What follows belongs to an exercise in optimizing a design on an open flow for a short achievable clock period and few clock cycles; a production flow would make more cautious choices.
Function was checked by simulation only, so behaviour that the tests miss may differ from the original.
The flow treats the clock pin as an ideal source, which a real chip does not have.
Power figures rest on the tool's default switching activity, not on a simulated workload.

Design RV32core, start of the top module:
module RV32core(
        input clk,   
        input rst,   
        output[31:0] imem_addr,
        input [31:0] imem_data,
        output[31:0] dmem_addr,
        output[31:0] dmem_wdata,
        output[3:0]  dmem_wstrb,
        input [31:0] dmem_rdata
    );
Size in the first run: about 15000 cells after synthesis, roughly 3800 flip-flops, roughly 160000 µm² of cells after synthesis.
clock: 17.0 ns
lec_check: 0
abc_clock_period_in_ps: 100
cap_margin: 40
core_margin: 2
core_utilization: 55
slew_margin: 40
standard.sh (not shown) runs the stock make flow with config.mk's settings and CLKGATE_MAP_FILE= SYNTH_SCRIPT=/design/flow/synth_recipe.tcl, a recipe that flattens the netlist after the stock synthesis.
==> flow/flow/run.sh <==
#!/bin/bash
# Layout: the standard ORFS flow with these changes.
#  * synthesis leaves adders to abc as plain gates (ADDER_MAP_FILE empty)
#    instead of mapping them onto the library's full/half adder cells
#  * timing repair is asked to leave SETUP_SLACK_MARGIN ns of setup slack at
#    the design's clock period, so it works on the real critical paths
#  * before detailed placement, each flip-flop that drives an output port's
#    buffer is moved next to that buffer (flow/pull_outs.tcl)
#  * the port buffers are buf_4 cells (BUFFER_PORTS_ARGS), not delay cells
# Each tool's output is in synth.log and layout.log, and ORFS's logs under orfs/.
set -euo pipefail
MARGIN=${MARGIN:-12.8}
HERE=$(pwd)
bash standard.sh ADDER_MAP_FILE= synth > synth.log 2>&1
bash standard.sh ADDER_MAP_FILE= SETUP_SLACK_MARGIN=$MARGIN \
  BUFFER_PORTS_ARGS="-buffer_cell sky130_fd_sc_hd__buf_4" PRE_DETAIL_PLACE_TCL=$HERE/flow/pull_outs.tcl POST_CTS_TCL=$HERE/flow/post_cts.tcl \
  finish > layout.log 2>&1
==> flow/flow/post_cts.tcl <==
# After clock tree synthesis: drop the tree's root buffer (flow/drop_root.tcl),
# then one more round of timing repair with the final clock tree, and
# legalize again.
source [file join [file dirname [info script]] drop_root.tcl]
estimate_parasitics -placement
repair_timing -setup -setup_margin $::env(SETUP_SLACK_MARGIN) -repair_tns 100 -max_passes 40 -verbose
detailed_placement
check_placement -verbose
estimate_parasitics -placement
report_worst_slack -max
Other scripts of this flow, unchanged in this note and not shown: flow/flow/drop_root.tcl, flow/flow/pull_outs.tcl
Testbench counts at the start, summed over its fixed seeds: cycles 329,746.
==> next run, changes <==
--- a/flow/flow/run.sh
+++ b/flow/flow/run.sh
@@ -12 +12 @@
-MARGIN=${MARGIN:-12.8}
+MARGIN=${MARGIN:-12.5}
CAP_MARGIN = 20   (was 40)
CORE_UTILIZATION = 40   (was 55)
SLEW_MARGIN = 20   (was 40)
Outcome: Die area goes up by 37%; final area falls by 1.8%; non-clock buffer count shrinks by 211; cell count increases by 6.5%; worst hold slack got worse by 0.0049 ns; wire length goes down by 5.7%; setup slack got worse by 0.090 ns.


north:
Another version of the RTL of RV32core (not shown whole).
For scale: ~3,800 flip-flops, ~170 I/O pins, about 160,000 um^2 of cells after synthesis.
==> flow/design.v (excerpt) <==
module RV32core(
        input clk,   
        input rst,   
        output[31:0] imem_addr,
        input [31:0] imem_data,
        output[31:0] dmem_addr,
        output[31:0] dmem_wdata,
        output[3:0]  dmem_wstrb,
        input [31:0] dmem_rdata
    );
export LEC_CHECK = 0
export ABC_CLOCK_PERIOD_IN_PS = 100
export CAP_MARGIN = 20
export CORE_MARGIN = 2
export CORE_UTILIZATION = 40
export CTS_CLUSTER_DIAMETER = 120
export CTS_CLUSTER_SIZE = 24
export SLEW_MARGIN = 20
create_clock -name core_clock -period 17.0 [get_ports {clk}]
==> flow/flow/run.sh <==
#!/bin/bash
# Layout: the standard ORFS flow with these changes.
#  * synthesis leaves adders to abc as plain gates (ADDER_MAP_FILE empty)
#    instead of mapping them onto the library's full/half adder cells
#  * timing repair is asked to leave SETUP_SLACK_MARGIN ns of setup slack at
#    the design's clock period, so it works on the real critical paths
#  * before detailed placement, each flip-flop that drives an output port's
#    buffer is moved next to that buffer (flow/pull_outs.tcl)
#  * the port buffers are buf_4 cells (BUFFER_PORTS_ARGS), not delay cells
# Each tool's output is in synth.log and layout.log, and ORFS's logs under orfs/.
set -euo pipefail
MARGIN=${MARGIN:-12.8}
HERE=$(pwd)
bash standard.sh ADDER_MAP_FILE= synth > synth.log 2>&1
bash standard.sh ADDER_MAP_FILE= SETUP_SLACK_MARGIN=$MARGIN \
  BUFFER_PORTS_ARGS="-buffer_cell sky130_fd_sc_hd__buf_4" PRE_DETAIL_PLACE_TCL=$HERE/flow/pull_outs.tcl POST_CTS_TCL=$HERE/flow/post_cts.tcl \
  finish > layout.log 2>&1
Scripts as last shown in full above: flow/flow/post_cts.tcl
Other scripts of this flow, unchanged in this note and not shown: flow/flow/drop_root.tcl, flow/flow/pull_outs.tcl
Testbench counts of north, summed over its fixed seeds: cycles 330,387.
## Diff of input files: south against north
# north
export LEC_CHECK = 0
export ABC_CLOCK_PERIOD_IN_PS = 100
export CAP_MARGIN = 20
export CORE_MARGIN = 2
export CORE_UTILIZATION = 40
export CTS_CLUSTER_DIAMETER = 120
export CTS_CLUSTER_SIZE = 24
export SLEW_MARGIN = 20
create_clock -name core_clock -period 17.0 [get_ports {clk}]
# south
export LEC_CHECK = 0
export ABC_CLOCK_PERIOD_IN_PS = 100
export CAP_MARGIN = 20
export CORE_MARGIN = 2
export CORE_UTILIZATION = 40
export SLEW_MARGIN = 20
create_clock -name core_clock -period 17.0 [get_ports {clk}]
==> flow/flow/run.sh <==
#!/bin/bash
set -euo pipefail
MARGIN=${MARGIN:-12.8}
HERE=$(pwd)
bash standard.sh ADDER_MAP_FILE= synth > synth.log 2>&1
bash standard.sh ADDER_MAP_FILE= SETUP_SLACK_MARGIN=$MARGIN \
  PRE_DETAIL_PLACE_TCL=$HERE/flow/pull_outs.tcl POST_CTS_TCL=$HERE/flow/post_cts.tcl \
  finish > layout.log 2>&1
### Flow results
Cmp south vs north: clock-pin slew reported for the worst setup and hold paths after clock tree synthesis lower in south. south vs north on fraction of the cycle the final worst path needs: south is the lower one. Compared with north, south shows number of global-route vias before repair that has gone up slightly. Relative to north, worst setup slack increased by 65 ps in south. Diff north..south | number of flip-flops and latches in the synthesized netlist | unchanged. south — final period demand of the worst path 65 ps lower, north as reference. south: non-clock buffer instance count of the final layout lower than north. Taking north as the reference point, the global-route track usage on met3 of south rises by 0.45 points.


RTL: one of the versions met above, not the one the previous note started from.
Size in the first run: ~15000 cells after synthesis, roughly 3800 flip-flops, ~170 I/O pins.
Settings: LEC_CHECK=0, ABC_CLOCK_PERIOD_IN_PS=100, CAP_MARGIN=20, CORE_MARGIN=2, CORE_UTILIZATION=30, SLEW_MARGIN=20; clock period 17.0 ns.
==> flow/flow/run.sh <==
#!/bin/bash
# Layout: the standard ORFS flow with these changes.
#  * synthesis leaves adders to abc as plain gates (ADDER_MAP_FILE empty)
#    instead of mapping them onto the library's full/half adder cells
#  * timing repair is asked to leave SETUP_SLACK_MARGIN ns of setup slack at
#    the design's clock period, so it works on the real critical paths
#  * before detailed placement, each flip-flop that drives an output port's
#    buffer is moved next to that buffer (flow/pull_outs.tcl)
#  * the port buffers are buf_4 cells (BUFFER_PORTS_ARGS), not delay cells
# Each tool's output is in synth.log and layout.log, and ORFS's logs under orfs/.
set -euo pipefail
MARGIN=${MARGIN:-12.8}
HERE=$(pwd)
bash standard.sh ADDER_MAP_FILE= synth > synth.log 2>&1
bash standard.sh ADDER_MAP_FILE= SETUP_SLACK_MARGIN=$MARGIN \
  BUFFER_PORTS_ARGS="-buffer_cell sky130_fd_sc_hd__buf_4" PRE_DETAIL_PLACE_TCL=$HERE/flow/pull_outs.tcl POST_CTS_TCL=$HERE/flow/post_cts.tcl \
  finish > layout.log 2>&1
Scripts as last shown in full above: flow/flow/post_cts.tcl
Other scripts of this flow, unchanged in this note and not shown: flow/flow/drop_root.tcl, flow/flow/pull_outs.tcl
The starting point ran to the end with no violations.
Testbench counts at the start, summed over its fixed seeds: cycles 329,746.
==> next run, changes <==
CORE_UTILIZATION = 40   (was 30)
Effect:
- sequential cell count stays the same
- sequential power stays flat
- utilization rose by 11 points
==> next run, changes <==
--- a/flow/flow/run.sh
+++ b/flow/flow/run.sh
@@ -10,5 +10,5 @@
 # Each tool's output is in synth.log and layout.log, and ORFS's logs under orfs/.
 set -euo pipefail
-MARGIN=${MARGIN:-12.8}
+MARGIN=${MARGIN:-13.5}
 HERE=$(pwd)
 bash standard.sh ADDER_MAP_FILE= synth > synth.log 2>&1
CORE_UTILIZATION = 30   (was 40)
Result: Sequential power barely changes. Non-clock buffer count climbs by 551. Routed wire length increases by about 6%. Core utilization falls by 9.3 points.
==> next run, changes <==
--- a/flow/flow/run.sh
+++ b/flow/flow/run.sh
@@ -10,5 +10,5 @@
 # Each tool's output is in synth.log and layout.log, and ORFS's logs under orfs/.
 set -euo pipefail
-MARGIN=${MARGIN:-13.5}
+MARGIN=${MARGIN:-13.1}
 HERE=$(pwd)
 bash standard.sh ADDER_MAP_FILE= synth > synth.log 2>&1
CORE_UTILIZATION = 40   (was 30)
Result:
- combinational power is lower by 18%
- routed wire length is lower by 4.2%
- area after synthesis stays the same
- worst setup slack gets better by 16 ps
- design area went down by 5.1%
==> next run, changes <==
CORE_UTILIZATION = 30   (was 40)
Synthesized area does not change.
Global-route usage goes down by 8.6 points.
Combinational power climbs by 9.9%.
Wire length climbs by 1.5%.
Final cell count came out higher by 9.1%.
Core utilization is lower by 11 points.

## static timing again, ports no longer ideal
Ports are ideal in the flow. The routed layouts listed here were re-timed in OpenROAD. Step 1 sets driving cells, clkbuf_16 on the clock port and buf_2 on the other inputs (assumed; they add their load-dependent delay and slew). Step 2 also shifts input and output timing later by t, the mid clock arrival at the registers, as if the neighbouring blocks saw the same clock. Three values: ideal, step 1, step 2; two values: the first two.
run	t (ns)	setup WS [ns]	worst register clock-pin slew, ns	cell pins on the clock port's net
the first run of note 1	0.909	12.350 / 12.132 / 11.641	0.08 / 0.08	4
the second run of note 1	0.980	12.260 / 12.146 / 11.689	0.07 / 0.07	4
north	0.904	12.316 / 12.105 / 11.733	0.11 / 0.11	4
south	0.974	12.381 / 12.136 / 11.616	0.07 / 0.07	4
the first run of note 3	0.982	12.346 / 12.119 / 11.623	0.07 / 0.07	4
the second run of note 3	0.953	12.236 / 12.074 / 11.737	0.08 / 0.08	4
the third run of note 3	1.006	12.363 / 12.123 / 11.628	0.08 / 0.08	4
the fourth run of note 3	0.948	12.379 / 12.167 / 11.604	0.07 / 0.07	4
the fifth run of note 3	0.984	12.386 / 12.149 / 11.672	0.07 / 0.07	4
After both steps every run listed still meets setup and hold. The setup slack of the fourth run of note 3, which loses most, moves by -0.212 ns with the drivers and by -0.775 ns with both steps.
